From an optimization exercise on the open Yosys and OpenROAD flow, aimed at small area; shortcuts taken in it are not production practice.
No functional check of the RTL was part of this run.
Power figures rest on the tool's default switching activity, not on a simulated workload.

## standard.sh

```bash
#!/bin/bash
# synth_recipe.tcl (not shown) runs the flow's synth.tcl, then flattens the netlist and writes it again
# the make line also repeats each setting of config.mk as NAME=value (left out here)
make -C /OpenROAD-flow-scripts/flow DESIGN_CONFIG=/design/flow/config.mk WORK_HOME=/design/flow/orfs CLKGATE_MAP_FILE= SYNTH_SCRIPT=/design/flow/synth_recipe.tcl "${@:-finish}"
```

## design.v

```verilog
module rgb_to_ycbcr_444(
  input wire in_reset,
  input wire in_clock,
  input wire [7:0] in_r,
  input wire [7:0] in_g,
  input wire [7:0] in_b,
  output reg [7:0] out_y,
  output reg [7:0] out_cb,
  output reg [7:0] out_cr
  );
  wire n0 = in_g[0] & in_b[0];
  wire n1, n2;
  fa_cell u_n1 (.a(in_r[0]), .b(in_g[1]), .c(in_b[1]), .s(n1), .co(n2));
  wire n3 = n0 & n1;
  wire n4, n5;
  fa_cell u_n4 (.a(in_r[1]), .b(in_g[2]), .c(in_b[2]), .s(n4), .co(n5));
  wire n6 = (n2 & n4) | (n2 & n3) | (n4 & n3);
  wire n7, n8;
  fa_cell u_n7 (.a(in_r[2]), .b(in_g[3]), .c(in_b[3]), .s(n7), .co(n8));
  wire n9, n10;
  fa_cell u_n9 (.a(in_b[0]), .b(n5), .c(n7), .s(n9), .co(n10));
  wire n11 = n9 & n6;
  wire n12, n13;
  fa_cell u_n12 (.a(in_r[3]), .b(in_g[4]), .c(in_b[4]), .s(n12), .co(n13));
  wire n14, n15;
  fa_cell u_n14 (.a(in_b[1]), .b(in_b[0]), .c(n8), .s(n14), .co(n15));
  wire n16, n17;
  fa_cell u_n16 (.a(n12), .b(n10), .c(n14), .s(n16), .co(n17));
  wire n18 = n11 & n16;
  wire n19, n20;
  fa_cell u_n19 (.a(in_r[4]), .b(in_g[5]), .c(in_b[5]), .s(n19), .co(n20));
  wire n21, n22;
  fa_cell u_n21 (.a(in_b[2]), .b(in_b[1]), .c(n13), .s(n21), .co(n22));
  wire n23, n24;
  fa_cell u_n23 (.a(n19), .b(n15), .c(n21), .s(n23), .co(n24));
  wire n25 = (n17 & n23) | (n17 & n18) | (n23 & n18);
  wire n26, n27;
  fa_cell u_n26 (.a(in_r[5]), .b(in_r[0]), .c(in_g[6]), .s(n26), .co(n27));
  wire n28, n29;
  fa_cell u_n28 (.a(in_b[6]), .b(in_b[3]), .c(in_b[2]), .s(n28), .co(n29));
  wire n30, n31;
  fa_cell u_n30 (.a(n20), .b(n26), .c(n28), .s(n30), .co(n31));
  wire n32, n33;
  fa_cell u_n32 (.a(n22), .b(n30), .c(n24), .s(n32), .co(n33));
  wire n34 = n32 & n25;
  wire n35, n36;
  fa_cell u_n35 (.a(in_r[6]), .b(in_r[1]), .c(in_g[7]), .s(n35), .co(n36));
  wire n37, n38;
  fa_cell u_n37 (.a(in_g[0]), .b(in_b[7]), .c(in_b[4]), .s(n37), .co(n38));
  wire n39, n40;
  fa_cell u_n39 (.a(in_b[3]), .b(n27), .c(n29), .s(n39), .co(n40));
  wire n41, n42;
  fa_cell u_n41 (.a(n35), .b(n37), .c(n31), .s(n41), .co(n42));
  wire n43, n44;
  fa_cell u_n43 (.a(n39), .b(n41), .c(n33), .s(n43), .co(n44));
  wire n45 = n34 & n43;
  wire n46, n47;
  fa_cell u_n46 (.a(in_r[7]), .b(in_r[2]), .c(in_g[1]), .s(n46), .co(n47));
  wire n48, n49;
  fa_cell u_n48 (.a(in_b[5]), .b(in_b[4]), .c(n36), .s(n48), .co(n49));
  wire n50, n51;
  fa_cell u_n50 (.a(n38), .b(n46), .c(n40), .s(n50), .co(n51));
  wire n52, n53;
  fa_cell u_n52 (.a(n48), .b(n42), .c(n50), .s(n52), .co(n53));
  wire n54, n55;
  fa_cell u_n54 (.a(n52), .b(n44), .c(n45), .s(n54), .co(n55));
  wire n56, n57;
  fa_cell u_n56 (.a(in_r[3]), .b(in_g[2]), .c(in_b[6]), .s(n56), .co(n57));
  wire n58, n59;
  fa_cell u_n58 (.a(in_b[5]), .b(n47), .c(n56), .s(n58), .co(n59));
  wire n60, n61;
  fa_cell u_n60 (.a(n49), .b(n58), .c(n51), .s(n60), .co(n61));
  wire n62, n63;
  fa_cell u_n62 (.a(n53), .b(n60), .c(n55), .s(n62), .co(n63));
  wire n64, n65;
  fa_cell u_n64 (.a(in_r[4]), .b(in_g[3]), .c(in_b[7]), .s(n64), .co(n65));
  wire n66, n67;
  fa_cell u_n66 (.a(in_b[6]), .b(n57), .c(n64), .s(n66), .co(n67));
  wire n68, n69;
  fa_cell u_n68 (.a(n59), .b(n66), .c(n61), .s(n68), .co(n69));
  wire n70, n71;
  ha_cell u_n70 (.a(n68), .b(n63), .s(n70), .co(n71));
  wire n72, n73;
  fa_cell u_n72 (.a(in_r[5]), .b(in_g[4]), .c(in_b[7]), .s(n72), .co(n73));
  wire n74, n75;
  fa_cell u_n74 (.a(n65), .b(n72), .c(n67), .s(n74), .co(n75));
  wire n76, n77;
  ha_cell u_n76 (.a(n74), .b(n69), .s(n76), .co(n77));
  wire n78, n79;
  fa_cell u_n78 (.a(in_r[6]), .b(in_g[5]), .c(n73), .s(n78), .co(n79));
  wire n80, n81;
  fa_cell u_n80 (.a(n78), .b(n75), .c(n77), .s(n80), .co(n81));
  wire n82, n83;
  fa_cell u_n82 (.a(in_r[7]), .b(in_g[6]), .c(n79), .s(n82), .co(n83));
  wire n84 = n76 & n71;
  wire n85 = n76 | n71;
  wire n86;
  xor_cell u_n86 (.a(n76), .b(n71), .y(n86));
  wire n87 = n82 & n81;
  wire n88 = n82 | n81;
  wire n89;
  xor_cell u_n89 (.a(n82), .b(n81), .y(n89));
  wire n90 = in_g[7] & n83;
  wire n91 = in_g[7] | n83;
  wire n92;
  xor_cell u_n92 (.a(in_g[7]), .b(n83), .y(n92));
  wire n93 = n80 | (1'b1 & n84);
  wire n94 = 1'b1 & n85;
  wire n95 = n90 | (n91 & n87);
  wire n96 = n91 & n88;
  wire n97 = n87 | (n88 & n93);
  wire n98 = n88 & n94;
  wire n99 = n95 | (n96 & n93);
  wire n100 = n96 & n94;
  wire n101 = 1'b0 | (1'b0 & n99);
  wire n102 = 1'b0 & n100;
  wire n103 = n84;
  wire n104;
  xor_cell u_n104 (.a(n80), .b(n103), .y(n104));
  wire n105 = n93;
  wire n106;
  xnor_cell u_n106 (.a(n89), .b(n105), .y(n106));
  wire n107 = n97;
  wire n108;
  xnor_cell u_n108 (.a(n92), .b(n107), .y(n108));
  wire n109 = n99;
  wire n110;
  xor_cell u_n110 (.a(in_b[0]), .b(in_g[0]), .y(n110));
  wire n111 = ~in_b[0] & in_g[0];
  wire n112, n113;
  fa_cell u_n112 (.a(~in_b[1]), .b(in_g[1]), .c(n111), .s(n112), .co(n113));
  wire n114, n115;
  fa_cell u_n114 (.a(~in_b[2]), .b(in_g[2]), .c(n113), .s(n114), .co(n115));
  wire n116, n117;
  fa_cell u_n116 (.a(~in_b[3]), .b(in_g[3]), .c(n115), .s(n116), .co(n117));
  wire n118, n119;
  fa_cell u_n118 (.a(~in_b[4]), .b(in_g[4]), .c(n117), .s(n118), .co(n119));
  wire n120 = in_b[5] & ~in_g[5];
  wire n121 = in_b[5] | ~in_g[5];
  wire n122;
  xor_cell u_n122 (.a(in_b[5]), .b(in_g[5]), .y(n122));
  wire n123 = in_b[6] & ~in_g[6];
  wire n124 = in_b[6] | ~in_g[6];
  wire n125;
  xor_cell u_n125 (.a(in_b[6]), .b(in_g[6]), .y(n125));
  wire n126 = in_b[7] & ~in_g[7];
  wire n127 = in_b[7] | ~in_g[7];
  wire n128;
  xor_cell u_n128 (.a(in_b[7]), .b(in_g[7]), .y(n128));
  wire n129 = n120 | (n121 & ~n119);
  wire n130 = n123 | (n124 & n129);
  wire n131 = n124 & n121;
  wire n132 = n126 | (n127 & n130);
  wire n133 = n127 & n131;
  wire n134;
  xor_cell u_n134 (.a(n122), .b(n119), .y(n134));
  wire n135 = n129;
  wire n136;
  xor_cell u_n136 (.a(n125), .b(n135), .y(n136));
  wire n137 = n130;
  wire n138;
  xor_cell u_n138 (.a(n128), .b(n137), .y(n138));
  wire n139 = n132;
  wire n140;
  xor_cell u_n140 (.a(in_r[0]), .b(in_g[0]), .y(n140));
  wire n141 = ~in_r[0] & in_g[0];
  wire n142, n143;
  fa_cell u_n142 (.a(~in_r[1]), .b(in_g[1]), .c(n141), .s(n142), .co(n143));
  wire n144, n145;
  fa_cell u_n144 (.a(~in_r[2]), .b(in_g[2]), .c(n143), .s(n144), .co(n145));
  wire n146, n147;
  fa_cell u_n146 (.a(~in_r[3]), .b(in_g[3]), .c(n145), .s(n146), .co(n147));
  wire n148, n149;
  fa_cell u_n148 (.a(~in_r[4]), .b(in_g[4]), .c(n147), .s(n148), .co(n149));
  wire n150 = in_r[5] & ~in_g[5];
  wire n151 = in_r[5] | ~in_g[5];
  wire n152;
  xor_cell u_n152 (.a(in_r[5]), .b(in_g[5]), .y(n152));
  wire n153 = in_r[6] & ~in_g[6];
  wire n154 = in_r[6] | ~in_g[6];
  wire n155;
  xor_cell u_n155 (.a(in_r[6]), .b(in_g[6]), .y(n155));
  wire n156 = in_r[7] & ~in_g[7];
  wire n157 = in_r[7] | ~in_g[7];
  wire n158;
  xor_cell u_n158 (.a(in_r[7]), .b(in_g[7]), .y(n158));
  wire n159 = n150 | (n151 & ~n149);
  wire n160 = n153 | (n154 & n159);
  wire n161 = n154 & n151;
  wire n162 = n156 | (n157 & n160);
  wire n163 = n157 & n161;
  wire n164;
  xor_cell u_n164 (.a(n152), .b(n149), .y(n164));
  wire n165 = n159;
  wire n166;
  xor_cell u_n166 (.a(n155), .b(n165), .y(n166));
  wire n167 = n160;
  wire n168;
  xor_cell u_n168 (.a(n158), .b(n167), .y(n168));
  wire n169 = n162;
  wire n170, n171;
  fa_cell u_n170 (.a(n140), .b(n140), .c(~n142), .s(n170), .co(n171));
  wire n172, n173;
  fa_cell u_n172 (.a(n142), .b(n144), .c(~n171), .s(n172), .co(n173));
  wire n174;
  xor_cell u_n174 (.a(n110), .b(n144), .y(n174));
  wire n175 = n110 & ~n144;
  wire n176, n177;
  fa_cell u_n176 (.a(n174), .b(n146), .c(n173), .s(n176), .co(n177));
  wire n178;
  xor_cell u_n178 (.a(n140), .b(n112), .y(n178));
  wire n179 = n140 & ~n112;
  wire n180, n181;
  fa_cell u_n180 (.a(n178), .b(~n175), .c(n146), .s(n180), .co(n181));
  wire n182, n183;
  fa_cell u_n182 (.a(n148), .b(n177), .c(n180), .s(n182), .co(n183));
  wire n184, n185;
  fa_cell u_n184 (.a(n142), .b(~n179), .c(n114), .s(n184), .co(n185));
  wire n186, n187;
  fa_cell u_n186 (.a(n184), .b(n148), .c(n181), .s(n186), .co(n187));
  wire n188, n189;
  fa_cell u_n188 (.a(~n164), .b(n183), .c(n186), .s(n188), .co(n189));
  wire n190, n191;
  fa_cell u_n190 (.a(n110), .b(n144), .c(n116), .s(n190), .co(n191));
  wire n192, n193;
  fa_cell u_n192 (.a(n185), .b(n190), .c(~n164), .s(n192), .co(n193));
  wire n194, n195;
  fa_cell u_n194 (.a(n166), .b(n187), .c(n192), .s(n194), .co(n195));
  wire n196, n197;
  fa_cell u_n196 (.a(~n112), .b(n146), .c(n118), .s(n196), .co(n197));
  wire n198, n199;
  fa_cell u_n198 (.a(n191), .b(n166), .c(n196), .s(n198), .co(n199));
  wire n200, n201;
  fa_cell u_n200 (.a(n193), .b(n168), .c(n198), .s(n200), .co(n201));
  wire n202, n203;
  ha_cell u_n202 (.a(n114), .b(n134), .s(n202), .co(n203));
  wire n204, n205;
  fa_cell u_n204 (.a(n148), .b(n197), .c(~n202), .s(n204), .co(n205));
  wire n206, n207;
  fa_cell u_n206 (.a(~n169), .b(n168), .c(n199), .s(n206), .co(n207));
  wire n208, n209;
  fa_cell u_n208 (.a(n204), .b(n201), .c(n206), .s(n208), .co(n209));
  wire n210, n211;
  fa_cell u_n210 (.a(n116), .b(n164), .c(n203), .s(n210), .co(n211));
  wire n212, n213;
  fa_cell u_n212 (.a(n136), .b(~n169), .c(n205), .s(n212), .co(n213));
  wire n214, n215;
  fa_cell u_n214 (.a(~n210), .b(n207), .c(n212), .s(n214), .co(n215));
  wire n216;
  xor_cell u_n216 (.a(n118), .b(n166), .y(n216));
  wire n217 = n118 & ~n166;
  wire n218, n219;
  fa_cell u_n218 (.a(n138), .b(n216), .c(~n211), .s(n218), .co(n219));
  wire n220, n221;
  ha_cell u_n220 (.a(n213), .b(n218), .s(n220), .co(n221));
  wire n222, n223;
  fa_cell u_n222 (.a(~n134), .b(n217), .c(n139), .s(n222), .co(n223));
  wire n224, n225;
  fa_cell u_n224 (.a(n168), .b(n219), .c(~n222), .s(n224), .co(n225));
  wire n226, n227;
  fa_cell u_n226 (.a(n136), .b(n169), .c(n223), .s(n226), .co(n227));
  wire n228, n229;
  ha_cell u_n228 (.a(n138), .b(n227), .s(n228), .co(n229));
  wire n230;
  xor_cell u_n230 (.a(n139), .b(n229), .y(n230));
  wire n231 = ~n170 & n172;
  wire n232 = ~n170 | n172;
  wire n233 = n189 & n194;
  wire n234 = n189 | n194;
  wire n235 = n195 & n200;
  wire n236 = n195 | n200;
  wire n237;
  xor_cell u_n237 (.a(n195), .b(n200), .y(n237));
  wire n238 = n209 & n214;
  wire n239 = n209 | n214;
  wire n240;
  xor_cell u_n240 (.a(n209), .b(n214), .y(n240));
  wire n241 = n220 & n215;
  wire n242 = n220 | n215;
  wire n243;
  xor_cell u_n243 (.a(n220), .b(n215), .y(n243));
  wire n244 = n221 & n224;
  wire n245 = n221 | n224;
  wire n246;
  xor_cell u_n246 (.a(n221), .b(n224), .y(n246));
  wire n247 = n225 & ~n226;
  wire n248 = n225 | ~n226;
  wire n249;
  xor_cell u_n249 (.a(n225), .b(n226), .y(n249));
  wire n250 = 1'b0 | (n176 & n231);
  wire n251 = n176 & n232;
  wire n252 = 1'b0 | (n188 & 1'b0);
  wire n253 = n188 & n182;
  wire n254 = n235 | (n236 & n233);
  wire n255 = n236 & n234;
  wire n256 = n238 | (n239 & 1'b0);
  wire n257 = n239 & n208;
  wire n258 = n244 | (n245 & n241);
  wire n259 = n245 & n242;
  wire n260 = 1'b0 | (~n228 & n247);
  wire n261 = ~n228 & n248;
  wire n262 = 1'b0 | (n182 & n250);
  wire n263 = n182 & n251;
  wire n264 = n252 | (n253 & n250);
  wire n265 = n253 & n251;
  wire n266 = 1'b0 | (n208 & n254);
  wire n267 = n208 & n255;
  wire n268 = n256 | (n257 & n254);
  wire n269 = n257 & n255;
  wire n270 = n247 | (n248 & n258);
  wire n271 = n248 & n259;
  wire n272 = n260 | (n261 & n258);
  wire n273 = n261 & n259;
  wire n274 = n233 | (n234 & n264);
  wire n275 = n234 & n265;
  wire n276 = n254 | (n255 & n264);
  wire n277 = n255 & n265;
  wire n278 = n266 | (n267 & n264);
  wire n279 = n267 & n265;
  wire n280 = n268 | (n269 & n264);
  wire n281 = n269 & n265;
  wire n282 = 1'b0 | (n230 & n272);
  wire n283 = n230 & n273;
  wire n284 = n241 | (n242 & n280);
  wire n285 = n242 & n281;
  wire n286 = n258 | (n259 & n280);
  wire n287 = n259 & n281;
  wire n288 = n270 | (n271 & n280);
  wire n289 = n271 & n281;
  wire n290 = n272 | (n273 & n280);
  wire n291 = n273 & n281;
  wire n292 = n282 | (n283 & n280);
  wire n293 = n283 & n281;
  wire n294 = n274;
  wire n295;
  xnor_cell u_n295 (.a(n237), .b(n294), .y(n295));
  wire n296 = n276;
  wire n297;
  xnor_cell u_n297 (.a(n208), .b(n296), .y(n297));
  wire n298 = n278;
  wire n299;
  xnor_cell u_n299 (.a(n240), .b(n298), .y(n299));
  wire n300 = n280;
  wire n301;
  xnor_cell u_n301 (.a(n243), .b(n300), .y(n301));
  wire n302 = n284;
  wire n303;
  xnor_cell u_n303 (.a(n246), .b(n302), .y(n303));
  wire n304 = n286;
  wire n305;
  xor_cell u_n305 (.a(n249), .b(n304), .y(n305));
  wire n306 = n288;
  wire n307;
  xor_cell u_n307 (.a(n228), .b(n306), .y(n307));
  wire n308 = n290;
  wire n309;
  xnor_cell u_n309 (.a(n230), .b(n308), .y(n309));
  wire n310;
  xor_cell u_n310 (.a(n140), .b(n110), .y(n310));
  wire n311 = n140 | n110;
  wire n312;
  xor_cell u_n312 (.a(n311), .b(n142), .y(n312));
  wire n313 = n311 & ~n142;
  wire n314, n315;
  ha_cell u_n314 (.a(n112), .b(n312), .s(n314), .co(n315));
  wire n316, n317;
  fa_cell u_n316 (.a(~n313), .b(n144), .c(n114), .s(n316), .co(n317));
  wire n318, n319;
  ha_cell u_n318 (.a(n315), .b(n316), .s(n318), .co(n319));
  wire n320, n321;
  fa_cell u_n320 (.a(n140), .b(n146), .c(n116), .s(n320), .co(n321));
  wire n322, n323;
  fa_cell u_n322 (.a(n317), .b(n319), .c(n320), .s(n322), .co(n323));
  wire n324, n325;
  fa_cell u_n324 (.a(~n142), .b(n148), .c(n118), .s(n324), .co(n325));
  wire n326, n327;
  fa_cell u_n326 (.a(n321), .b(n323), .c(n324), .s(n326), .co(n327));
  wire n328, n329;
  ha_cell u_n328 (.a(n144), .b(n164), .s(n328), .co(n329));
  wire n330, n331;
  fa_cell u_n330 (.a(n134), .b(~n325), .c(n328), .s(n330), .co(n331));
  wire n332, n333;
  fa_cell u_n332 (.a(n139), .b(~n327), .c(n330), .s(n332), .co(n333));
  wire n334, n335;
  ha_cell u_n334 (.a(n146), .b(n329), .s(n334), .co(n335));
  wire n336, n337;
  fa_cell u_n336 (.a(n166), .b(n136), .c(~n334), .s(n336), .co(n337));
  wire n338, n339;
  fa_cell u_n338 (.a(n331), .b(~n336), .c(n333), .s(n338), .co(n339));
  wire n340, n341;
  ha_cell u_n340 (.a(n148), .b(n335), .s(n340), .co(n341));
  wire n342, n343;
  fa_cell u_n342 (.a(n168), .b(n138), .c(~n340), .s(n342), .co(n343));
  wire n344, n345;
  ha_cell u_n344 (.a(n337), .b(n342), .s(n344), .co(n345));
  wire n346;
  xor_cell u_n346 (.a(n164), .b(n169), .y(n346));
  wire n347 = ~n164 & n169;
  wire n348, n349;
  fa_cell u_n348 (.a(n139), .b(n341), .c(~n346), .s(n348), .co(n349));
  wire n350, n351;
  fa_cell u_n350 (.a(n343), .b(~n348), .c(n345), .s(n350), .co(n351));
  wire n352, n353;
  fa_cell u_n352 (.a(n166), .b(n347), .c(n349), .s(n352), .co(n353));
  wire n354, n355;
  ha_cell u_n354 (.a(n168), .b(n353), .s(n354), .co(n355));
  wire n356;
  xor_cell u_n356 (.a(n169), .b(n355), .y(n356));
  wire n357 = n310 & n116;
  wire n358 = n310 | n116;
  wire n359 = n314 & n118;
  wire n360 = n314 | n118;
  wire n361 = n318 & ~n134;
  wire n362 = n318 | ~n134;
  wire n363 = n136 & n322;
  wire n364 = n136 | n322;
  wire n365 = n138 & n326;
  wire n366 = n138 | n326;
  wire n367;
  xor_cell u_n367 (.a(n138), .b(n326), .y(n367));
  wire n368 = n344 & ~n339;
  wire n369 = n344 | ~n339;
  wire n370;
  xor_cell u_n370 (.a(n344), .b(n339), .y(n370));
  wire n371 = ~n352 & n351;
  wire n372 = ~n352 | n351;
  wire n373;
  xor_cell u_n373 (.a(n352), .b(n351), .y(n373));
  wire n374 = ~n110 | (1'b1 & 1'b0);
  wire n375 = 1'b1 & 1'b0;
  wire n376 = 1'b0 | (n114 & 1'b0);
  wire n377 = n114 & n112;
  wire n378 = n359 | (n360 & n357);
  wire n379 = n360 & n358;
  wire n380 = n363 | (n364 & n361);
  wire n381 = n364 & n362;
  wire n382 = 1'b0 | (~n332 & n365);
  wire n383 = ~n332 & n366;
  wire n384 = n368 | (n369 & 1'b0);
  wire n385 = n369 & ~n338;
  wire n386 = n371 | (n372 & 1'b0);
  wire n387 = n372 & n350;
  wire n388 = 1'b0 | (n356 & 1'b0);
  wire n389 = n356 & ~n354;
  wire n390 = 1'b0 | (n112 & n374);
  wire n391 = n112 & n375;
  wire n392 = n376 | (n377 & n374);
  wire n393 = n377 & n375;
  wire n394 = n361 | (n362 & n378);
  wire n395 = n362 & n379;
  wire n396 = n380 | (n381 & n378);
  wire n397 = n381 & n379;
  wire n398 = 1'b0 | (~n338 & n382);
  wire n399 = ~n338 & n383;
  wire n400 = n384 | (n385 & n382);
  wire n401 = n385 & n383;
  wire n402 = 1'b0 | (~n354 & n386);
  wire n403 = ~n354 & n387;
  wire n404 = n388 | (n389 & n386);
  wire n405 = n389 & n387;
  wire n406 = n357 | (n358 & n392);
  wire n407 = n358 & n393;
  wire n408 = n378 | (n379 & n392);
  wire n409 = n379 & n393;
  wire n410 = n394 | (n395 & n392);
  wire n411 = n395 & n393;
  wire n412 = n396 | (n397 & n392);
  wire n413 = n397 & n393;
  wire n414 = 1'b0 | (n350 & n400);
  wire n415 = n350 & n401;
  wire n416 = n386 | (n387 & n400);
  wire n417 = n387 & n401;
  wire n418 = n402 | (n403 & n400);
  wire n419 = n403 & n401;
  wire n420 = n404 | (n405 & n400);
  wire n421 = n405 & n401;
  wire n422 = n365 | (n366 & n412);
  wire n423 = n366 & n413;
  wire n424 = n382 | (n383 & n412);
  wire n425 = n383 & n413;
  wire n426 = n398 | (n399 & n412);
  wire n427 = n399 & n413;
  wire n428 = n400 | (n401 & n412);
  wire n429 = n401 & n413;
  wire n430 = n414 | (n415 & n412);
  wire n431 = n415 & n413;
  wire n432 = n416 | (n417 & n412);
  wire n433 = n417 & n413;
  wire n434 = n418 | (n419 & n412);
  wire n435 = n419 & n413;
  wire n436 = n420 | (n421 & n412);
  wire n437 = n421 & n413;
  wire n438 = n412;
  wire n439;
  xnor_cell u_n439 (.a(n367), .b(n438), .y(n439));
  wire n440 = n422;
  wire n441;
  xor_cell u_n441 (.a(n332), .b(n440), .y(n441));
  wire n442 = n424;
  wire n443;
  xor_cell u_n443 (.a(n338), .b(n442), .y(n443));
  wire n444 = n426;
  wire n445;
  xor_cell u_n445 (.a(n370), .b(n444), .y(n445));
  wire n446 = n428;
  wire n447;
  xnor_cell u_n447 (.a(n350), .b(n446), .y(n447));
  wire n448 = n430;
  wire n449;
  xor_cell u_n449 (.a(n373), .b(n448), .y(n449));
  wire n450 = n432;
  wire n451;
  xor_cell u_n451 (.a(n354), .b(n450), .y(n451));
  wire n452 = n434;
  wire n453;
  xnor_cell u_n453 (.a(n356), .b(n452), .y(n453));
  wire [7:0] y_d = {n109, ~n108, ~n106, ~n104, n86, n70, n62, n54};
  wire [7:0] cb_d = {~n309, ~n307, ~n305, ~n303, ~n301, ~n299, ~n297, ~n295};
  wire [7:0] cr_d = {~n453, ~n451, ~n449, ~n447, ~n445, ~n443, ~n441, ~n439};
  always @(posedge in_clock) begin
    if (in_reset) begin
      out_y <= 8'd0;
      out_cb <= 8'd0;
      out_cr <= 8'd0;
    end else begin
      out_y <= y_d;
      out_cb <= cb_d;
      out_cr <= cr_d;
    end
  end
endmodule
module fa_cell(input wire a, input wire b, input wire c, output wire s, output wire co);
  assign s = a ^ b ^ c;
  assign co = (a & b) | (a & c) | (b & c);
endmodule
module ha_cell(input wire a, input wire b, output wire s, output wire co);
  assign s = a ^ b;
  assign co = a & b;
endmodule
module xnor_cell(input wire a, input wire b, output wire y);
  assign y = ~(a ^ b);
endmodule
module xor_cell(input wire a, input wire b, output wire y);
  assign y = a ^ b;
endmodule
```

## flow/run.sh

```bash
#!/bin/bash
export BUFFER_PORTS_ARGS="-buffer_cell sky130_fd_sc_hd__buf_1"
export CTS_ARGS="-sink_clustering_enable -repair_clock_nets -dont_use_dummy_load -buf_list {sky130_fd_sc_hd__clkbuf_4 sky130_fd_sc_hd__clkbuf_8}"
bash standard.sh > standard.log 2>&1
```

## constraint.sdc

```tcl
create_clock -name core_clock -period 6.0 [get_ports {in_clock}]
set_input_delay 1.2000 -clock core_clock [delete_from_list [all_inputs] [get_ports {in_clock}]]
set_output_delay 1.2000 -clock core_clock [all_outputs]
set_load 0.01 [all_outputs]
```

## config.mk

```make
export PLATFORM = sky130hd
export DESIGN_NAME = rgb_to_ycbcr_444
export DESIGN_NICKNAME = rgb_to_ycbcr_444
export VERILOG_FILES = /design/flow/design.v
export SDC_FILE = /design/flow/constraint.sdc
export NUM_CORES = 4
export LEC_CHECK = 0
export CAP_MARGIN = 20
export CORE_MARGIN = 2
export CORE_UTILIZATION = 60
export CTS_BUF_LIST = sky130_fd_sc_hd__clkbuf_4 sky130_fd_sc_hd__clkbuf_8
export GPL_TIMING_DRIVEN = 0
export SLEW_MARGIN = 20
export SYNTH_HIERARCHICAL = 1
export SYNTH_MINIMUM_KEEP_SIZE = 0
```

==> metrics.md <==
| Metric | Value |
|---|---|
| N_diodes | `0` |
| Die ar. | `about 0.0064 mm^2` |
| Sequential share of power | `around a tenth` |
| Core Box Area | `around 0.0055 mm^2` |
| Num CTS Buffers | `3` |
| GP Congestion | `just over 0.9` |
| Critical path type | `input pin to flip-flop` |
| Post-synthesis average cell area | `11.1 um^2` |
| Mapped Nets | `431` |
| Remaining DRCs | `0` |
| Max-slew violation count | `0` |
| CTS max path bufs | `2` |
| Boundary pin count | `50` |
| CTS H-tree depth | `1` |
| Post-synth EDFFs | `0` |
| CTS tree | `done` |
| Total Routing Usage GR | `25.3%` |
| Internal power | `roughly 1.3 mW` |
| Starting Density | `between 60% and 70%` |
| CP Cell Sequence | `buf_2, nor2b_1, fa_1, fa_2, fa_2, fa_2, inv_1, maj3_2, o21ai_2, maj3_2, buf_4, fa_1, fa_1, o211ai_2, inv_2, maj3_2, maj3_2, xnor2_2, nor2_1` |
| Largest net degree at the start of global routing | `15` |
| Final Instance Area | `just over 0.004 mm^2` |
| Min cycle time layout | `slightly below 6 ns` |
| Outcome | `timing/DRC/antenna clean` |
| Worst Setup Start Kind | `input pin` |
| Synth area leader | `fa_1` |
| Hold Crit Class | `input pin to flip-flop` |
| Rows | `27` |
| # port buffers | `49` |
| Vias/cell | `5.15` |
| Die Height | `around 80 um` |
| Max incr delay on CP | `0.54 ns` |
| Top post-synthesis cells by area | `fa_1 (47%), dfxtp_1 (14%), xor2_1 (10%), ha_1 (4.3%), inv_1 (3.7%)` |
| Cell mode on critical path | `maj3_2` |
| Core Util, Final | `73.3%` |
| Number of nets in the layout | `between 400 and 500` |
| GR Overflow Total | `0` |
| Sw Share | `between 40% and 50%` |
| Sequential element share of the synthesized area | `around 14%` |
| Crit path required time | `6.15 ns` |
| Vias in the first global route | `between 2k and 3k` |
| Clk pwr share | `3.9%` |
| Cells after Synth | `roughly 310` |
| Power Dens Cells | `around 600 mW/mm^2` |
| # setup viols final | `0` |
| DR pass1 iterations | `4` |
| Final ANT Viol Nets | `0` |
| Total Wirelength | `~7000 um` |
| Yosys top cell area share | `between 40% and 50%` |
| Leak Pwr | `around 1.7 nW` |
| Clk slew on worst S/H paths | `around 0.090 ns` |
| Worst setup EP type | `flip-flop` |
| Max_slew headroom | `between 40% and 50%` |
| Peak VDD IR | `approximately 450 uV` |
| Post-DP HPWL | `between 5000 and 6000 um` |
| Asr flop ratio synth | `0%` |
| Sink Count | `24` |
| Fin. Hold Viols | `0` |
| Synth-to-Final Area Change | `17.0%` |
| CP arrival | `approximately 6.0 ns` |
| First-pass GRT wire length | `12300 um` |
| Die span in x | `approximately 80 um` |
| Detailed-route via count | `between 2k and 2.5k` |
| Ys flop type | `dfxtp_1` |
| P_sw | `1.13 mW` |
| Comb power frac | `85.6%` |
| Clock root buffer | `clkbuf_8` |
| Period Utilization, post-route | `between 90% and 100%` |
| Crit-path max FO | `6` |
| Fmax | `171 MHz` |
| Cell Area, Synth | `between 0.003 and 0.004 mm^2` |
| Placed cell area | `approximately 0.0038 mm^2` |
| Yosys reg bits | `24` |
| Total power | `2.42 mW` |
| Wire per inst | `between 15 and 20 um` |
| Setup crit start | `in_g[0]` |
| CP Capture Point | `out_cb[4]` |
| Worst Tran Pin Value | `around 0.82 ns` |
| Antenna violations before repair | `0` |
| Unrepaired setup endpoints after global routing | `true` |
| Critical path's slowest cell | `fa_1` |
| Yosys warning count | `7` |
| Max-cap violations | `0` |
| Share of cells above drive strength 1 | `between 15 and 20%` |
| Library cells used by synthesis | `38` |
| Setup tns final | `0 ns` |
| DR iter-0 viols | `57` |
-- Yosys cell counts, types with 3 or more instances --
cell and number:
dfxtp_1 24, and3_1 3, fa_1 81, maj3_1 5, xnor2_1 11, ha_1 12
nand2_1 10, maj3_2 4, a21oi_1 5, nor2_1 28, and2_1 4, nand2b_1 4
o21ai_0 7, a31oi_1 3, xor2_1 41, nor2b_1 9, inv_1 34
-- modules after synthesis (local to each module, per instance) --
module | cell area [um^2] | times used
fa_cell | 20.0 | 81
ha_cell | 12.5 | 12
rgb_to_ycbcr_444 | 1240 | 1
xnor_cell | 8.76 | 11
xor_cell | 8.76 | 41
-- stage by stage --
step | hold WS (ns) | setup WS [ns] | cells
final | 1.25 | 0.136 | 450
after global routing | 1.29 | -0.0662 | 450
after CTS | 1.25 | 0.00811 | 441
after detailed placement | 1.51 | -0.671 | 433
after global placement | 1.50 | -0.653 | 433
after floorplan | 1.27 | 0.0201 | 312
-- power by group through the flow --
stage | combinational, mW | sequential, mW | clock [mW]
2_1_floorplan | 1.46 | 0.294 | 0
3_3_place_gp | 1.80 | 0.257 | 0
3_5_place_dp | 1.83 | 0.258 | 0
4_1_cts | 1.91 | 0.256 | 0.100
5_1_grt | 2.34 | 0.260 | 0.103
6_report | 2.07 | 0.255 | 0.0935
-- layout by cell type, fill, tap and decap left out, types with 3 or more instances in the layout --
| cell type | instances |
|---|---|
| a21oi_1 | 5 |
| and2_1 | 4 |
| and3_1 | 3 |
| buf_1 | 44 |
| buf_2 | 5 |
| buf_4 | 14 |
| clkbuf_8 | 3 |
| dfxtp_1 | 24 |
| fa_1 | 70 |
| fa_2 | 11 |
| ha_1 | 12 |
| inv_1 | 33 |
| maj3_2 | 8 |
| nand2_1 | 10 |
| nand2b_1 | 4 |
| nor2_1 | 27 |
| nor2b_1 | 9 |
| o21ai_0 | 4 |
| o21ai_1 | 4 |
| xnor2_1 | 10 |
| xor2_1 | 35 |
| xor2_4 | 4 |
-- registers in the layout, summed over array words and instances, names as in the netlist --
| signal | cells |
|---|---|
| out_y | 8 |
| out_cb | 8 |
| out_cr | 8 |
-- final cells by class --
cell class / instances / area, um^2
Buffer: 2 / 7.51
Clock buffer: 3 / 41.3
Fill cell: 410 / 1480
Inverter: 35 / 131
Multi-Input combinational cell: 251 / 3020
Sequential cell: 24 / 480
Tap cell: 72 / 90.1
Timing Repair Buffer: 63 / 295
-- metal layers --
layer	global-route usage (%)	vias to the layer above	routed length, um
li1	-	1103	-
met1	35.5	1176	3160
met2	42.5	36	3550
met3	3.60	2	225
met4	5.08	0	24
met5	0	-	0
-- critical path: cells and delay by family --
| family | cells | cell delay (ns) |
|---|---|---|
| xor gates and xnor gates | 1 | 0.15 |
| adders and majority gates | 10 | 3.79 |
| and+or+nand+nor | 2 | 0.21 |
| AOI/OAI and AO/OA | 2 | 0.20 |
| buffers and inverters | 4 | 0.47 |
-- how the worst min path moves through the flow --
stage,from,endpoint,slack (ns),cells after the start
final,in_reset,out_y[1],1.25,2
after detailed placement,in_reset,out_y[3],1.51,2
after CTS,in_reset,out_y[1],1.25,2
after global placement,in_reset,out_y[1],1.50,2
after floorplan,in_reset,out_y[0],1.27,1
after global routing,in_reset,out_y[3],1.29,2
-- cells by family (layout without fill, tap and decap cells) --
family / Yosys count / after routing / share of synthesized area (%)
adders and majority gates: 102 / 102 / 53.8
and+or+nand+nor: 70 / 70 / 10.1
xor gates and xnor gates: 52 / 52 / 13.1
buffers and inverters: 37 / 103 / 4.00
AOI/OAI and AO/OA: 27 / 27 / 5.19
DFF: 24 / 24 / 13.8
-- timing repair --
action	4_1_cts	5_1_grt
setup endpoints to repair	7	8
resized for setup	14	25
pin swaps	4	9
buffers inserted	5	9
hold endpoints to repair	0	0
hold buffers	0	0

-- what the ideal ports hide --
The results above use ideal ports. As a check the final layout listed here was re-extracted and re-timed, cells and wires unchanged.
Step 1: set_driving_cell puts a clkbuf_16 on in_clock and a buf_2 on each other input, an assumption about the parent block.
Step 2 moves the port delays by t, midway between the first and last clock arrival at a register: inputs arrive t later, outputs are due t later. That takes back most of the time a late clock gives input paths.
a / b / c = ideal / step 1 / step 2; a / b = the first two.
t (ns): 0.287
setup WS [ns]: 0.136 / 0.144 / -0.144
worst setup path after step 2: input to register
worst register clock-pin slew, ns: 0.09 / 0.09
Met with ideal ports but missed after step 2: setup timing in this run. The setup slack of this run moves by +0.008 ns with the drivers and by -0.280 ns with both steps.
